From an optimization exercise on the open Yosys and OpenROAD flow, aimed at small area; shortcuts taken in it are not production practice. RTL that was checked went through simulation tests only; none was proved equivalent to the original. The flow treats the clock pin as an ideal source, which a real chip does not have.

==> inputs of sierra <==
==> flow/design.v <==
module top(
    input clk,
    input rst,
    input start,
    output reg tx,
    input rx,
    output [7:0] rxdata,
    output rdone
    );
 localparam [13:0] CI = 14'b01010101010101;    
 localparam [13:0] CT = 14'd5349;
 localparam [13:0] CM = 14'b11111101111101;
 reg [13:0] cp;
 wire [13:0] cs = cp ^ CI;
 wire bitDone = ((cs & CM) == (CT & CM));
 reg [3:0] b;
 wire idle = b[3] & b[1];
 reg F;
 always @(*) begin
  case (b)
   4'd1, 4'd7, 4'd9, 4'd10: F = 1'b1;
   default: F = 1'b0;
  endcase
 end
 always @(posedge clk) begin
  if (rst | idle) cp <= 14'd0 ^ CI;
  else if (bitDone) cp <= 14'd1 ^ CI;
  else cp <= {cs[12:0], ~(cs[13] ^ cs[0])} ^ CI;
  if (rst) b <= 4'd10;
  else if (idle) b <= start ? 4'd0 : 4'd10;
  else if (bitDone) b <= b + 1'b1;
  tx <= rst | F;
 end
 localparam [12:0] RI = 13'b1010101010101;
 localparam [12:0] RR = 13'b0111001010011;
 localparam [12:0] RT = 13'b0100100000000;
 localparam [12:0] RM = 13'b0111001110111;
 reg [12:0] rp;
 wire [12:0] rs = rp ^ RI;
 wire rtc = ((rs & RM) == (RT & RM));
 reg [3:0] ri;
 reg ph;
 reg [7:0] rxd;
 assign rxdata = rxd;
 wire ridle = (ri == 4'd0) | (ri == 4'd11);
 wire last = (ri == 4'd10);
 assign rdone = (ri == 4'd11);
 always @(posedge clk) begin
  if (rst | ~ph) rp <= RR ^ RI;
  else rp <= {rs[11:0], rs[12] ^ rs[0]} ^ RI;
  if (rst) begin ri <= 4'd0; ph <= 1'b0; end
  else if (ridle) begin ri <= rx ? 4'd0 : 4'd1; ph <= 1'b0; end
  else if (~ph) begin if (bitDone) begin ri <= ri + 1'b1; ph <= 1'b1; end end
  else if (last) begin ri <= 4'd11; ph <= 1'b0; end
  else if (rtc) ph <= 1'b0;
  if (rst) rxd <= 8'h00;
  else if (ph & rtc) rxd <= {rx, rxd[7:1]};
 end
endmodule
==> flow/flow/run.sh <==
#!/bin/bash
# Own layout flow:
#  1. the standard synthesis (standard.sh, unchanged);
#  2. an area re-mapping of its combinational logic with ABC (flip-flops keep
#     their instances, names and cell types);
#  3. the standard layout, with buf_1 port buffers and a small clock
#     distribution (port -> one root buffer -> K leaf buffers) instead of
#     the H-tree; CTS is then left with nothing to do.
# Each tool's output goes to its own log file here.
set -euo pipefail
HERE=$PWD
R=$HERE/orfs/results/$FLOW_PLATFORM/top/base
LIB=$FLOW_HOME/platforms/sky130hd/lib/sky130_fd_sc_hd__tt_025C_1v80.lib
bash standard.sh $R/1_2_yosys.v > synth.log 2>&1
cp $R/1_2_yosys.v $HERE/standard_synth.v
DONTUSE=""
for c in $(grep -o "sky130_fd_sc_hd__lpflow_[a-z0-9_]*\|sky130_fd_sc_hd__probe[a-z0-9_]*" $FLOW_HOME/platforms/sky130hd/config.mk); do DONTUSE="$DONTUSE -dont_use $c"; done
LIB=$LIB IN_V=$HERE/standard_synth.v OUT_V=$R/1_2_yosys.v DONTUSE="$DONTUSE" ABC_SCRIPT=$HERE/flow/area.abc \
  yosys -c $HERE/flow/remap.tcl > remap.log 2>&1
export BUFFER_PORTS_ARGS="-buffer_cell sky130_fd_sc_hd__buf_1"
export KBUF_ROOT=sky130_fd_sc_hd__clkbuf_2
export KBUF_CELL=${KBUF_CELL:-sky130_fd_sc_hd__clkbuf_8}
export KBUF_N=${KBUF_N:-3}
export PRE_CTS_TCL=$HERE/flow/clock_buffers.tcl
export CTS_ARGS="-clk_nets clk"
bash standard.sh finish > layout.log 2>&1
==> flow/flow/area.abc <==
&get -n
&st
&syn2
&dch -f
&nf -R 1000
&put
==> flow/flow/clock_buffers.tcl <==
# Clock distribution: the clock port drives one root clock buffer, which
# drives K leaf clock buffers, each placed at the centre of a cluster of
# flip-flops and driving that cluster.
set block [ord::get_db_block]
set master [[ord::get_db] findMaster $::env(KBUF_CELL)]
set K $::env(KBUF_N)
set rmaster [[ord::get_db] findMaster $::env(KBUF_ROOT)]
set clk [$block findNet clk]
set sinks {}
foreach it [$clk getITerms] {
  if {[$it getIoType] == "INPUT"} {
    set bb [[$it getInst] getBBox]
    lappend sinks [list $it [expr {([$bb xMin] + [$bb xMax]) / 2.0}] [expr {([$bb yMin] + [$bb yMax]) / 2.0}]]
  }
}
# k-means on sink locations, seeded along the x axis
set sorted [lsort -real -index 1 $sinks]
set n [llength $sorted]
set cent {}
for {set k 0} {$k < $K} {incr k} {
  set s [lindex $sorted [expr {int(($k + 0.5) * $n / $K)}]]
  lappend cent [list [lindex $s 1] [lindex $s 2]]
}
for {set iter 0} {$iter < 50} {incr iter} {
  set assign {}
  foreach s $sinks {
    set best 0; set bd 1e30
    for {set k 0} {$k < $K} {incr k} {
      set c [lindex $cent $k]
      set d [expr {abs([lindex $s 1] - [lindex $c 0]) + abs([lindex $s 2] - [lindex $c 1])}]
      if {$d < $bd} {set bd $d; set best $k}
    }
    lappend assign $best
  }
  set new {}
  for {set k 0} {$k < $K} {incr k} {
    set sx 0; set sy 0; set m 0
    foreach s $sinks a $assign { if {$a == $k} { set sx [expr {$sx + [lindex $s 1]}]; set sy [expr {$sy + [lindex $s 2]}]; incr m } }
    if {$m > 0} { lappend new [list [expr {$sx / $m}] [expr {$sy / $m}]] } else { lappend new [lindex $cent $k] }
  }
  set cent $new
}
set root [odb::dbInst_create $block $rmaster clkbuf_root]
set rnet [odb::dbNet_create $block clknet_root]
$rnet setSigType CLOCK
[$root findITerm A] connect $clk
[$root findITerm X] connect $rnet
set rx 0; set ry 0
foreach c $cent { set rx [expr {$rx + [lindex $c 0] / $K}]; set ry [expr {$ry + [lindex $c 1] / $K}] }
$root setLocation [expr {int($rx)}] [expr {int($ry)}]
$root setPlacementStatus PLACED
for {set k 0} {$k < $K} {incr k} {
  set buf [odb::dbInst_create $block $master clkbuf_leaf_$k]
  set net [odb::dbNet_create $block clknet_leaf_$k]
  $net setSigType CLOCK
  set m 0
  foreach s $sinks a $assign {
    if {$a == $k} { set it [lindex $s 0]; $it disconnect; $it connect $net; incr m }
  }
  [$buf findITerm A] connect $rnet
  [$buf findITerm X] connect $net
  set c [lindex $cent $k]
  $buf setLocation [expr {int([lindex $c 0])}] [expr {int([lindex $c 1])}]
  $buf setPlacementStatus PLACED
  puts "clock buffer $k ($::env(KBUF_CELL)) drives $m sinks"
}
==> flow/flow/remap.tcl <==
# Re-map the combinational logic of the standard synthesis netlist for area.
# The flip-flops keep their instances, names and cell types.
yosys -import
set lib $::env(LIB)
set in $::env(IN_V)
set out $::env(OUT_V)
read_liberty -ignore_miss_func $lib
read_verilog $in
hierarchy -top top
# keep every sequential cell as it is
setattr -mod -set keep_hierarchy 1 sky130_fd_sc_hd__df* sky130_fd_sc_hd__edf* sky130_fd_sc_hd__sdf* sky130_fd_sc_hd__dl* sky130_fd_sc_hd__conb_1
flatten
opt_clean
techmap
opt -fast
abc -liberty $lib {*}$::env(DONTUSE) -script $::env(ABC_SCRIPT)
opt_clean -purge
hilomap -singleton -hicell sky130_fd_sc_hd__conb_1 HI -locell sky130_fd_sc_hd__conb_1 LO
splitnets
opt_clean -purge
stat -liberty $lib
select -module top
write_verilog -noattr -nohex -nodec -selected $out
==> flow/standard.sh <==
#!/bin/bash
# synth_recipe.tcl (not shown) runs the flow's synth.tcl, then flattens the netlist and writes it again
# the make line also repeats each setting of config.mk as NAME=value (left out here)
make -C /OpenROAD-flow-scripts/flow DESIGN_CONFIG=/design/flow/config.mk WORK_HOME=/design/flow/orfs CLKGATE_MAP_FILE= SYNTH_SCRIPT=/design/flow/synth_recipe.tcl "${@:-finish}"
==> flow/config.mk <==
export PLATFORM = sky130hd
export DESIGN_NAME = top
export DESIGN_NICKNAME = top
export VERILOG_FILES = /design/flow/design.v
export SDC_FILE = /design/flow/constraint.sdc
export NUM_CORES = 4
export LEC_CHECK = 0
export CAP_MARGIN = 20
export CORE_MARGIN = 2
export CORE_UTILIZATION = 40
export SLEW_MARGIN = 20
==> flow/constraint.sdc <==
create_clock -name core_clock -period 10.0 [get_ports {clk}]
set_input_delay 2.0000 -clock core_clock [delete_from_list [all_inputs] [get_ports {clk}]]
set_output_delay 2.0000 -clock core_clock [all_outputs]
set_load 0.01 [all_outputs]
==> inputs of pepper, as changes to sierra <==
==> flow/design.v, changed modules only <==
module top(
    input clk,
    input rst,
    input start,
    output reg tx,
    input rx,
    output [7:0] rxdata,
    output rdone
    );
 localparam [13:0] CI = 14'b01010101010101;    
 localparam [13:0] CT = 14'd5349;
 localparam [13:0] CM = 14'b11111101111101;
 reg [13:0] cp;
 wire [13:0] cs = cp ^ CI;
 wire bitDone = ((cs & CM) == (CT & CM));
 reg [3:0] b;
 wire idle = b[3] & b[1];
 reg F;
 always @(*) begin
  case (b)
   4'd1, 4'd7, 4'd9, 4'd10: F = 1'b1;
   default: F = 1'b0;
  endcase
 end
 always @(posedge clk) begin
  if (rst | idle) cp <= 14'd0 ^ CI;
  else if (bitDone) cp <= 14'd1 ^ CI;
  else cp <= {cs[12:0], ~(cs[13] ^ cs[0])} ^ CI;
  if (rst) b <= 4'd10;
  else if (idle) b <= start ? 4'd0 : 4'd10;
  else if (bitDone) b <= b + 1'b1;
  tx <= rst | F;
 end
 localparam [12:0] RI = 13'b1010101010101;
 localparam [12:0] RR = 13'b0111001010011;
 localparam [12:0] RT = 13'b0100100000000;
 localparam [12:0] RM = 13'b0111001110111;
 reg [12:0] rp;
 wire [12:0] rs = rp ^ RI;
 wire rtc = ((rs & RM) == (RT & RM));
 reg [3:0] ri;
 reg ph;
 reg [7:0] rxd;
 assign rxdata = rxd;
 wire ridle = ri[3] & ri[0];
 assign rdone = ri[3] & ~ri[1] & ri[0];
 wire step = ph & (rtc | ri[3]);    
 always @(posedge clk) begin
  if (rst | ~ph) rp <= RR ^ RI;
  else rp <= {rs[11:0], rs[12] ^ rs[0]} ^ RI;
  if (rst) begin ri <= 4'd11; ph <= 1'b0; end
  else if (ridle) begin ri <= rx ? 4'd11 : 4'd0; ph <= 1'b0; end
  else if (~ph) ph <= bitDone;
  else if (step) begin ri <= ri + 1'b1; ph <= 1'b0; end
  if (rst) rxd <= 8'h00;
  else if (ph & rtc) rxd <= {rx, rxd[7:1]};
 end
endmodule
==> flow/flow/area.abc (replaced) <==
&get -n
&st
&deepsyn -T 20
&nf -R 1000
&put
==> results.json <==
{
  "outcome": "timing/DRC/antenna clean",
  "grtUsageMet2_pct": 22.7,
  "n_fill_cell": 354,
  "min_to": "rp[8]",
  "multi_input_cells": 106,
  "switching_share_pct": 23.4,
  "clk_latency_ps": 370,
  "power_mw": 0.289,
  "p_clk_mw": 0.0792,
  "startpoint": "ri[1]",
  "synth_area_um2": 1490
}
Source of the figures above: sierra

==> results.json <==
{
  "outcome": "timing/DRC/antenna clean",
  "n_fill_cell": 343,
  "regArea_um2": 901,
  "startpoint": "rst",
  "synth_area_um2": 1370,
  "power_mw": 0.282,
  "switching_share_pct": 22.4,
  "multiInputGateArea_um2": 458,
  "regMostFlops": "cp",
  "initial_utilization_pct": 41.4,
  "rows": 21,
  "clk_latency_ps": 360,
  "multi_input_cells": 84,
  "fin_nets": 156,
  "min_to": "rp[9]",
  "p_sw_mw": 0.0630,
  "clkPwrFrac_pct": 28.4,
  "fin_crit_sh_pct": 39.7
}
Source of the figures above: pepper

Only the layout flow was run in sierra; the RTL was not checked for function there.

==> what the ideal ports hide <==
No port has a modelled driver above. Below, the same layouts with a new extraction and two added sets of constraints. Step 1, drivers: a clkbuf_16 drives clk and a buf_2 each remaining input, both assumed. Step 2 adds t to the input delays and takes it off the output delays; t is the mean of the earliest and latest rising clock arrival at the registers after step 1. Input paths then give back, and output paths get back, about the clock's delay inside the block. Three values: ideal, step 1, step 2; two values: the first two.
run | shift t [ns] | slack for setup (ns) | worst hold slack (ns) | slew at the worst register clock pin (ns) | pins driven straight from the clock port
sierra | 0.385 | 6.610 / 6.587 / 6.703 | 0.369 / 0.369 / 0.369 | 0.10 / 0.10 | 1
pepper | 0.372 | 6.026 / 6.028 / 5.656 | 0.343 / 0.343 / 0.343 | 0.10 / 0.10 | 1
After both steps every run listed still meets setup and hold. The setup slack of pepper, which loses most, moves by +0.002 ns with the drivers and by -0.370 ns with both steps.
